This is an optimization exercise on Yosys and OpenROAD, whose aim is small area, a short achievable clock period and few clock cycles per item, not a production implementation.
RTL that was checked went through simulation tests only; none was proved equivalent to the original.
The clock input has no modelled driver; a real chip could not lean on it and would need a root buffer or a full tree.
No activity file was given, so power comes from the tool's default toggle rates.

== oak ==
==> flow/design.v <==
`timescale 1ns/10ps
module LBP (
	input  clk,
	input  reset,
	output reg [13:0] gray_addr,
	output reg        gray_req,
	input             gray_ready,
	input      [7:0]  gray_data,
	output reg        lbp_valid,
	output reg [13:0] lbp_addr,
	output reg [7:0]  lbp_data,
	output reg        finish
);
	localparam H = 8;            
	wire [6:0] row = gray_addr[13:7];
	wire [6:0] col = gray_addr[6:0];
	reg  [2:0] s;                
	reg        endc;             
	reg        ends;             
	reg        last;             
	wire [6:0] row_step = {{4{endc}}, {2{ends}}, 1'b1};
	reg run;
	always @(posedge clk) begin
		if (reset) begin
			gray_req  <= 1'b0;
			run       <= 1'b0;
			lbp_valid <= 1'b0;
			finish    <= 1'b0;
		end else begin
			gray_req  <= gray_ready & ~finish & ~(gray_req & last);
			run       <= gray_ready & ~finish & ~(run & last);
			lbp_valid <= run & (s >= 3'd2) & (col >= 7'd2);
			if (run & last) finish <= 1'b1;
		end
	end
	always @(posedge clk) begin
		if (run) begin
			{gray_addr[6:0], s} <= {col, s} + 10'd1;
			gray_addr[13:7] <= row + row_step;
		end else begin
			{gray_addr, s} <= 17'd0;
		end
	end
	always @(posedge clk) begin
		endc <= (s == 3'd6);
		ends <= (s == 3'd6) & (col == 7'd127);
		last <= (s == 3'd6) & (col == 7'd127) & (row == 7'd126);
	end
	reg [7:0] d [0:H];
	integer i;
	always @(posedge clk) begin
		d[0] <= gray_data;
		for (i = 1; i <= H; i = i + 1) d[i] <= d[i-1];
	end
	function [1:0] tcmp;
		input [7:0] a, b;
		reg [7:0] g, e;
		reg [3:0] g2, e2;
		reg [1:0] g4, e4;
		integer k;
		begin
			g = a & ~b; e = ~(a ^ b);
			for (k = 0; k < 4; k = k + 1) begin
				g2[k] = g[2*k+1] | (e[2*k+1] & g[2*k]);
				e2[k] = e[2*k+1] & e[2*k];
			end
			for (k = 0; k < 2; k = k + 1) begin
				g4[k] = g2[2*k+1] | (e2[2*k+1] & g2[2*k]);
				e4[k] = e2[2*k+1] & e2[2*k];
			end
			tcmp = {g4[1] | (e4[1] & g4[0]), e4[1] & e4[0]};
		end
	endfunction
	wire [7:0] c = d[H];
	wire [1:0] r_dg = tcmp(gray_data, c), r_hz = tcmp(d[0], c);
	wire [1:0] r_ad = tcmp(d[1], c),      r_vt = tcmp(d[H-1], c);
	wire ge_dg = r_dg[1] | r_dg[0],  le_dg = ~r_dg[1];
	wire ge_hz = r_hz[1] | r_hz[0],  le_hz = ~r_hz[1];
	wire ge_ad = r_ad[1] | r_ad[0],  le_ad = ~r_ad[1];
	wire ge_vt = r_vt[1] | r_vt[0],  le_vt = ~r_vt[1];
	reg [H:0]   q_dg;    
	reg [H-1:0] q_hz;
	reg [H-2:0] q_ad;
	reg         q_vt;
	always @(posedge clk) begin
		q_dg <= {q_dg[H-1:0], le_dg};
		q_hz <= {q_hz[H-2:0], le_hz};
		q_ad <= {q_ad[H-3:0], le_ad};
		q_vt <= le_vt;
	end
	always @(posedge clk) begin
		lbp_addr <= {row - 7'd1, col - 7'd1};
		lbp_data <= {ge_dg, ge_vt, q_ad[H-2], ge_hz, q_hz[H-1], ge_ad, q_vt, q_dg[H]};
	end
endmodule
Settings: LEC_CHECK=0, CAP_MARGIN=20, CORE_MARGIN=2, CORE_UTILIZATION=60, SETUP_SLACK_MARGIN=2.45, SLEW_MARGIN=20; clock period 4.0 ns.
standard.sh (not shown) runs the stock make flow with config.mk's settings and CLKGATE_MAP_FILE= SYNTH_SCRIPT=/design/flow/synth_recipe.tcl, a recipe that flattens the netlist after the stock synthesis.
==> flow/flow/run.sh <==
#!/bin/bash
# The standard layout, with plain buf_1 port buffers and a two-level
# inverter clock tree: after CTS, flow/mytree2.tcl replaces the tree with
# N1 first-level inverters fed from the clock port and N2 second-level
# inverters, each driving one cluster of flip-flops. Timing repair then
# runs after global routing as usual.
set -euo pipefail
HERE=$(pwd)
bash standard.sh finish \
  "BUFFER_PORTS_ARGS=-buffer_cell sky130_fd_sc_hd__buf_1" \
  "SKIP_CTS_REPAIR_TIMING=1" \
  "POST_CTS_TCL=$HERE/flow/mytree2.tcl" \
  "MYTREE_N1=4" "MYTREE_N2=8"  > standard_flow.log 2>&1
Other scripts of this flow, unchanged in this note and not shown: flow/flow/mytree2.tcl
> inputs changed (oak -> birch)
==> flow/design.v <==
`timescale 1ns/10ps
module LBP (
	input  clk,
	input  reset,
	output reg [13:0] gray_addr,
	output reg        gray_req,
	input             gray_ready,
	input      [7:0]  gray_data,
	output reg        lbp_valid,
	output reg [13:0] lbp_addr,
	output reg [7:0]  lbp_data,
	output reg        finish
);
	localparam H = 8;            
	wire [6:0] row = gray_addr[13:7];
	wire [6:0] col = gray_addr[6:0];
	reg  [2:0] s;                
	reg        endc;             
	reg        ends;             
	reg        last;             
	wire [6:0] row_step = {{4{endc}}, {2{ends}}, 1'b1};
	always @(posedge clk) begin
		if (reset) begin
			gray_req  <= 1'b0;
			lbp_valid <= 1'b0;
			finish    <= 1'b0;
		end else begin
			gray_req  <= gray_ready & ~finish & ~(gray_req & last);
			lbp_valid <= gray_req & (s >= 3'd2) & (col >= 7'd2);
			if (gray_req & last) finish <= 1'b1;
		end
	end
	always @(posedge clk) begin
		if (gray_req) begin
			{gray_addr[6:0], s} <= {col, s} + 10'd1;
			gray_addr[13:7] <= row + row_step;
		end else begin
			{gray_addr, s} <= 17'd0;
		end
	end
	always @(posedge clk) begin
		endc <= (s == 3'd6);
		ends <= (s == 3'd6) & (col == 7'd127);
		last <= (s == 3'd6) & (col == 7'd127) & (row == 7'd126);
	end
	reg [7:0] d [0:H];
	integer i;
	always @(posedge clk) begin
		d[0] <= gray_data;
		for (i = 1; i <= H; i = i + 1) d[i] <= d[i-1];
	end
	function [1:0] cmp3;   
		input [7:0] a, b;
		cmp3 = {a >= b, a <= b};
	endfunction
	wire [7:0] c = d[H];
	wire ge_dg, le_dg, ge_hz, le_hz, ge_ad, le_ad, ge_vt, le_vt;
	assign {ge_dg, le_dg} = cmp3(gray_data, c);
	assign {ge_hz, le_hz} = cmp3(d[0], c);
	assign {ge_ad, le_ad} = cmp3(d[1], c);
	assign {ge_vt, le_vt} = cmp3(d[H-1], c);
	reg [H:0]   q_dg;    
	reg [H-1:0] q_hz;
	reg [H-2:0] q_ad;
	reg         q_vt;
	always @(posedge clk) begin
		q_dg <= {q_dg[H-1:0], le_dg};
		q_hz <= {q_hz[H-2:0], le_hz};
		q_ad <= {q_ad[H-3:0], le_ad};
		q_vt <= le_vt;
	end
	always @(posedge clk) begin
		lbp_addr <= {row - 7'd1, col - 7'd1};
		lbp_data <= {ge_dg, ge_vt, q_ad[H-2], ge_hz, q_hz[H-1], ge_ad, q_vt, q_dg[H]};
	end
endmodule
--- outcome ---
Taking oak as the reference, in birch routed length on met2 +7.3%; total length of routed wires +530 um; routing usage on met3 -0.25 points.
Compared to oak, birch has fraction of area in registers 1.6 points lower.
Diff birch..oak | total I/O pin count | unchanged
Summary of birch over oak: total nets after synthesis went up by about 1.7%, maximum cell stage delay along the critical path decreased by 0.03 ns relative to the old numbers.
[birch] final instance area rose 2.7% relative to oak
Any difference in power consumption between birch and oak is small enough to ignore.
Of birch and oak, oak shows the higher final weighted congestion of routability-driven global placement, with birch below it.
No functional check of the RTL was part of any run of this note. In every run of this note, the design's own scripts or RTL, not TritonCTS, make the clock network.

========
## v6
Another version of the RTL of LBP (not shown whole).
Size: about 470 cells after synthesis, about 140 flip-flops, roughly 50 I/O pins, roughly 0.0044 mm^2 of cells after synthesis.
## LBP
module LBP (
	input  clk,
	input  reset,
	output reg [13:0] gray_addr,
	output reg        gray_req,
	input             gray_ready,
	input      [7:0]  gray_data,
	output reg        lbp_valid,
	output reg [13:0] lbp_addr,
	output reg [7:0]  lbp_data,
	output reg        finish
);
==> module LBP, before the edit <==
module LBP (
	input  clk,
	input  reset,
	output reg [13:0] gray_addr,
	output reg        gray_req,
	input             gray_ready,
	input      [7:0]  gray_data,
	output reg        lbp_valid,
	output reg [13:0] lbp_addr,
	output reg [7:0]  lbp_data,
	output reg        finish
);
	localparam H = 8;            
	wire [6:0] row = gray_addr[13:7];
	wire [6:0] col = gray_addr[6:0];
	reg  [2:0] s;                
	reg        endc;             
	reg        ends;             
	reg        last;             
	wire [6:0] row_step = {{4{endc}}, {2{ends}}, 1'b1};
	reg run;
	always @(posedge clk) begin
		if (reset) begin
			gray_req  <= 1'b0;
			run       <= 1'b0;
			lbp_valid <= 1'b0;
			finish    <= 1'b0;
		end else begin
			gray_req  <= gray_ready & ~finish & ~(gray_req & last);
			run       <= gray_ready & ~finish & ~(run & last);
			lbp_valid <= run & (s >= 3'd2) & (col >= 7'd2);
			if (run & last) finish <= 1'b1;
		end
	end
	always @(posedge clk) begin
		if (run) begin
			{gray_addr[6:0], s} <= {col, s} + 10'd1;
			gray_addr[13:7] <= row + row_step;
		end else begin
			{gray_addr, s} <= 17'd0;
		end
	end
	always @(posedge clk) begin
		endc <= (s == 3'd6);
		ends <= (s == 3'd6) & (col == 7'd127);
		last <= (s == 3'd6) & (col == 7'd127) & (row == 7'd126);
	end
	reg [7:0] d [0:H];
	integer i;
	always @(posedge clk) begin
		d[0] <= gray_data;
		for (i = 1; i <= H; i = i + 1) d[i] <= d[i-1];
	end
	function [1:0] cmp3;
		input [7:0] a, b;
		reg [7:0] g1, p1;
		reg [3:0] g2, p2;
		reg [1:0] g4, p4;
		reg       g8, p8;
		integer k;
		begin
			g1 = a & ~b; p1 = a | ~b;
			for (k = 0; k < 4; k = k + 1) begin
				g2[k] = g1[2*k+1] | (p1[2*k+1] & g1[2*k]);
				p2[k] = p1[2*k+1] & p1[2*k];
			end
			for (k = 0; k < 2; k = k + 1) begin
				g4[k] = g2[2*k+1] | (p2[2*k+1] & g2[2*k]);
				p4[k] = p2[2*k+1] & p2[2*k];
			end
			g8 = g4[1] | (p4[1] & g4[0]);
			p8 = p4[1] & p4[0];
			cmp3 = {g8 | p8, ~g8};
		end
	endfunction
	function [1:0] cmp3f;
		input [7:0] a, b;
		reg [7:0] g1, p1;
		reg [1:0] g4, p4;
		reg       g8, p8;
		integer k;
		begin
			g1 = a & ~b; p1 = a | ~b;
			for (k = 0; k < 2; k = k + 1) begin
				g4[k] = g1[4*k+3] | (p1[4*k+3] & g1[4*k+2]) | (p1[4*k+3] & p1[4*k+2] & g1[4*k+1])
				      | (p1[4*k+3] & p1[4*k+2] & p1[4*k+1] & g1[4*k]);
				p4[k] = &p1[4*k+3 -: 4];
			end
			g8 = g4[1] | (p4[1] & g4[0]);
			p8 = p4[1] & p4[0];
			cmp3f = {g8 | p8, ~g8};
		end
	endfunction
	wire [7:0] c = d[H];
	wire ge_dg, le_dg, ge_hz, le_hz, ge_ad, le_ad, ge_vt, le_vt;
	assign {ge_dg, le_dg} = cmp3f(gray_data, c);
	assign {ge_hz, le_hz} = cmp3f(d[0], c);
	assign {ge_ad, le_ad} = cmp3f(d[1], c);
	assign {ge_vt, le_vt} = cmp3f(d[H-1], c);
	reg [H:0]   q_dg;    
	reg [H-1:0] q_hz;
	reg [H-2:0] q_ad;
	reg         q_vt;
	always @(posedge clk) begin
		q_dg <= {q_dg[H-1:0], le_dg};
		q_hz <= {q_hz[H-2:0], le_hz};
		q_ad <= {q_ad[H-3:0], le_ad};
		q_vt <= le_vt;
	end
	always @(posedge clk) begin
		lbp_addr <= {row - 7'd1, col - 7'd1};
		lbp_data <= {ge_dg, ge_vt, q_ad[H-2], ge_hz, q_hz[H-1], ge_ad, q_vt, q_dg[H]};
	end
endmodule
export LEC_CHECK = 0
export ABC_AREA = 1
export CAP_MARGIN = 20
export CORE_MARGIN = 2
export CORE_UTILIZATION = 60
export SETUP_SLACK_MARGIN = 2.5
export SLEW_MARGIN = 20
create_clock -name core_clock -period 4.0 [get_ports {clk}]
Scripts as last shown in full above: flow/flow/run.sh
Other scripts of this flow, unchanged in this note and not shown: flow/flow/mytree2.tcl
### v6 -> v7
--- a/flow/design.v
+++ b/flow/design.v
@@ -21,5 +21,5 @@
 	wire [6:0] row_step = {{4{endc}}, {2{ends}}, 1'b1};
 	reg run;
-	always @(posedge clk) begin
+	always @(posedge clk, posedge reset) begin
 		if (reset) begin
 			gray_req  <= 1'b0;
@@ -96,7 +96,7 @@
 	wire ge_dg, le_dg, ge_hz, le_hz, ge_ad, le_ad, ge_vt, le_vt;
 	assign {ge_dg, le_dg} = cmp3f(gray_data, c);
-	assign {ge_hz, le_hz} = cmp3f(d[0], c);
-	assign {ge_ad, le_ad} = cmp3f(d[1], c);
-	assign {ge_vt, le_vt} = cmp3f(d[H-1], c);
+	assign {ge_hz, le_hz} = cmp3(d[0], c);
+	assign {ge_ad, le_ad} = cmp3(d[1], c);
+	assign {ge_vt, le_vt} = cmp3(d[H-1], c);
 	reg [H:0]   q_dg;    
 	reg [H-1:0] q_hz;
## What came out
[compare] base=v6 new=v7: die area fell by about 1.1%, wire length of the first global-routing pass fell by 6.5%, number of nets still failing antenna checks after routing stayed essentially flat.
Summary — width of the die, v7 relative to v6: lower, by about 0.56%.
Per the comparison of v7 with v6, power per unit of standard cell area moved up, fraction of power consumed by combinational cells moved up, total power moved up, final layout net count moved down.
Inverter count of the layout excluding clock inverters went up by a little under 10% going from v6 to v7.
Number of global-route vias before repair: lower on v7
Compared to v6, the routing of v7 uses less wire.
Fraction of synthesis flops using an asynchronous set or reset pin is higher on v7
Comparing total via count after detailed routing for v6 and v7, the bigger number came from v6.
Leakage dissipation up 1.6% in v7 wrt v6
Testbench counts of v7, summed over its fixed seeds: cycles 344,080, images 16.
Only the layout flow was run in v6; the RTL was not checked for function there. In every run of this note, the design's own scripts or RTL, not TritonCTS, make the clock network.

========
LBP with an RTL version that a note above also has.
Size: roughly 140 flip-flops, ~4500 sq um of cells after synthesis.
==> module LBP, before the edit <==
module LBP (
	input  clk,
	input  reset,
	output reg [13:0] gray_addr,
	output reg        gray_req,
	input             gray_ready,
	input      [7:0]  gray_data,
	output reg        lbp_valid,
	output reg [13:0] lbp_addr,
	output reg [7:0]  lbp_data,
	output reg        finish
);
	localparam H = 8;            
	wire [6:0] row = gray_addr[13:7];
	wire [6:0] col = gray_addr[6:0];
	reg  [2:0] s;                
	reg        endc;             
	reg        ends;             
	reg        last;             
	wire [6:0] row_step = {{4{endc}}, {2{ends}}, 1'b1};
	reg run;
	always @(posedge clk) begin
		if (reset) begin
			gray_req  <= 1'b0;
			run       <= 1'b0;
			lbp_valid <= 1'b0;
			finish    <= 1'b0;
		end else begin
			gray_req  <= gray_ready & ~finish & ~(gray_req & last);
			run       <= gray_ready & ~finish & ~(run & last);
			lbp_valid <= run & (s >= 3'd2) & (col >= 7'd2);
			if (run & last) finish <= 1'b1;
		end
	end
	always @(posedge clk) begin
		if (run) begin
			{gray_addr[6:0], s} <= {col, s} + 10'd1;
			gray_addr[13:7] <= row + row_step;
		end else begin
			{gray_addr, s} <= 17'd0;
		end
	end
	always @(posedge clk) begin
		endc <= (s == 3'd6);
		ends <= (s == 3'd6) & (col == 7'd127);
		last <= (s == 3'd6) & (col == 7'd127) & (row == 7'd126);
	end
	reg [7:0] d [0:H];
	integer i;
	always @(posedge clk) begin
		d[0] <= gray_data;
		for (i = 1; i <= H; i = i + 1) d[i] <= d[i-1];
	end
	function [1:0] tcmp;
		input [7:0] a, b;
		reg [7:0] g, e;
		reg [3:0] g2, e2;
		reg [1:0] g4, e4;
		integer k;
		begin
			g = a & ~b; e = ~(a ^ b);
			for (k = 0; k < 4; k = k + 1) begin
				g2[k] = g[2*k+1] | (e[2*k+1] & g[2*k]);
				e2[k] = e[2*k+1] & e[2*k];
			end
			for (k = 0; k < 2; k = k + 1) begin
				g4[k] = g2[2*k+1] | (e2[2*k+1] & g2[2*k]);
				e4[k] = e2[2*k+1] & e2[2*k];
			end
			tcmp = {g4[1] | (e4[1] & g4[0]), e4[1] & e4[0]};
		end
	endfunction
	wire [7:0] c = d[H];
	wire [1:0] r_dg = tcmp(gray_data, c), r_hz = tcmp(d[0], c);
	wire [1:0] r_ad = tcmp(d[1], c),      r_vt = tcmp(d[H-1], c);
	wire ge_dg = r_dg[1] | r_dg[0],  le_dg = ~r_dg[1];
	wire ge_hz = r_hz[1] | r_hz[0],  le_hz = ~r_hz[1];
	wire ge_ad = r_ad[1] | r_ad[0],  le_ad = ~r_ad[1];
	wire ge_vt = r_vt[1] | r_vt[0],  le_vt = ~r_vt[1];
	reg [H:0]   q_dg;    
	reg [H-1:0] q_hz;
	reg [H-2:0] q_ad;
	reg         q_vt;
	always @(posedge clk) begin
		q_dg <= {q_dg[H-1:0], le_dg};
		q_hz <= {q_hz[H-2:0], le_hz};
		q_ad <= {q_ad[H-3:0], le_ad};
		q_vt <= le_vt;
	end
	always @(posedge clk) begin
		lbp_addr <= {row - 7'd1, col - 7'd1};
		lbp_data <= {ge_dg, ge_vt, q_ad[H-2], ge_hz, q_hz[H-1], ge_ad, q_vt, q_dg[H]};
	end
endmodule
Settings: LEC_CHECK=0, CAP_MARGIN=20, CORE_MARGIN=2, CORE_UTILIZATION=60, SETUP_SLACK_MARGIN=2.55, SLEW_MARGIN=20, TNS_END_PERCENT=20; clock period 4.0 ns.
Scripts as last shown in full above: flow/flow/run.sh
Other scripts of this flow, unchanged in this note and not shown: flow/flow/mytree2.tcl
The first run ran to the end with no violations.
Edit:
--- a/flow/design.v
+++ b/flow/design.v
@@ -49,38 +49,40 @@
 	reg [7:0] d [0:H];
 	integer i;
 	always @(posedge clk) begin
 		d[0] <= gray_data;
 		for (i = 1; i <= H; i = i + 1) d[i] <= d[i-1];
 	end
-	function [1:0] tcmp;
+	function [1:0] cmp3;
 		input [7:0] a, b;
-		reg [7:0] g, e;
-		reg [3:0] g2, e2;
-		reg [1:0] g4, e4;
+		reg [7:0] g1, p1;
+		reg [3:0] g2, p2;
+		reg [1:0] g4, p4;
+		reg       g8, p8;
 		integer k;
 		begin
-			g = a & ~b; e = ~(a ^ b);
+			g1 = a & ~b; p1 = a | ~b;
 			for (k = 0; k < 4; k = k + 1) begin
-				g2[k] = g[2*k+1] | (e[2*k+1] & g[2*k]);
-				e2[k] = e[2*k+1] & e[2*k];
+				g2[k] = g1[2*k+1] | (p1[2*k+1] & g1[2*k]);
+				p2[k] = p1[2*k+1] & p1[2*k];
 			end
 			for (k = 0; k < 2; k = k + 1) begin
-				g4[k] = g2[2*k+1] | (e2[2*k+1] & g2[2*k]);
-				e4[k] = e2[2*k+1] & e2[2*k];
+				g4[k] = g2[2*k+1] | (p2[2*k+1] & g2[2*k]);
+				p4[k] = p2[2*k+1] & p2[2*k];
 			end
-			tcmp = {g4[1] | (e4[1] & g4[0]), e4[1] & e4[0]};
+			g8 = g4[1] | (p4[1] & g4[0]);
+			p8 = p4[1] & p4[0];
+			cmp3 = {g8 | p8, ~g8};
 		end
 	endfunction
 	wire [7:0] c = d[H];
-	wire [1:0] r_dg = tcmp(gray_data, c), r_hz = tcmp(d[0], c);
-	wire [1:0] r_ad = tcmp(d[1], c),      r_vt = tcmp(d[H-1], c);
-	wire ge_dg = r_dg[1] | r_dg[0],  le_dg = ~r_dg[1];
-	wire ge_hz = r_hz[1] | r_hz[0],  le_hz = ~r_hz[1];
-	wire ge_ad = r_ad[1] | r_ad[0],  le_ad = ~r_ad[1];
-	wire ge_vt = r_vt[1] | r_vt[0],  le_vt = ~r_vt[1];
+	wire ge_dg, le_dg, ge_hz, le_hz, ge_ad, le_ad, ge_vt, le_vt;
+	assign {ge_dg, le_dg} = cmp3(gray_data, c);
+	assign {ge_hz, le_hz} = cmp3(d[0], c);
+	assign {ge_ad, le_ad} = cmp3(d[1], c);
+	assign {ge_vt, le_vt} = cmp3(d[H-1], c);
 	reg [H:0]   q_dg;    
 	reg [H-1:0] q_hz;
 	reg [H-2:0] q_ad;
 	reg         q_vt;
 	always @(posedge clk) begin
 		q_dg <= {q_dg[H-1:0], le_dg};
Outcome: The new run produced a clean layout; first-iteration DRC count came out higher by 100%; register-to-register slack gets worse by 0.08 ns; maximum frequency goes down by 3.0%; worst setup slack gets worse by 0.049 ns; final area drops by 3.5%; via count rises by about 3%; total power falls by 0.35%; final cell count decreases by about 1.7%; sequential share of layout area climbs by 2.0 points; hold slack is worse by 0.0064 ns.
Testbench counts after the change, summed over its fixed seeds: cycles 344,080, images 16.
Function not checked in the first run of this note: the RTL went through the layout flow alone. In every run of this note, the design's own scripts or RTL, not TritonCTS, make the clock network.

==> afterwards: timing with drivers on the ports <==
How much do the figures lean on ideal ports? The routed layouts below were timed once more, with nothing changed but the port constraints. Step 1 sets driving cells, clkbuf_16 on the clock port and buf_2 on the other inputs (assumed; they add their load-dependent delay and slew). Step 2 times the ports against the registers' clock, not the clock port: input delays grow and output delays shrink by t, the midpoint of the rising clock arrivals with the driver on. Three values: ideal, step 1, step 2; two values: the first two.
| run | shift t [ns] | setup slack, ns | hold WS [ns] | worst setup path after step 2 |
|---|---|---|---|---|
| oak | 0.251 | 2.405 / 2.353 / 2.278 | 0.321 / 0.321 / 0.321 | input to register |
| birch | 0.249 | 2.323 / 2.353 / 2.180 | 0.319 / 0.319 / 0.319 | input to register |
| v6 | 0.251 | 2.511 / 2.365 / 2.458 | 0.329 / 0.328 / 0.328 | input to register |
| v7 | 0.247 | 2.532 / 2.391 / 2.447 | 0.325 / 0.325 / 0.325 | input to register |
| the first run of note 3 | 0.253 | 2.426 / 2.307 / 2.296 | 0.327 / 0.328 / 0.328 | input to register |
| the second run of note 3 | 0.257 | 2.376 / 2.234 / 2.243 | 0.320 / 0.321 / 0.321 | input to register |
After both steps setup and hold are still met in every run listed. The setup slack of birch, which loses most, moves by +0.030 ns with the drivers and by -0.143 ns with both steps.
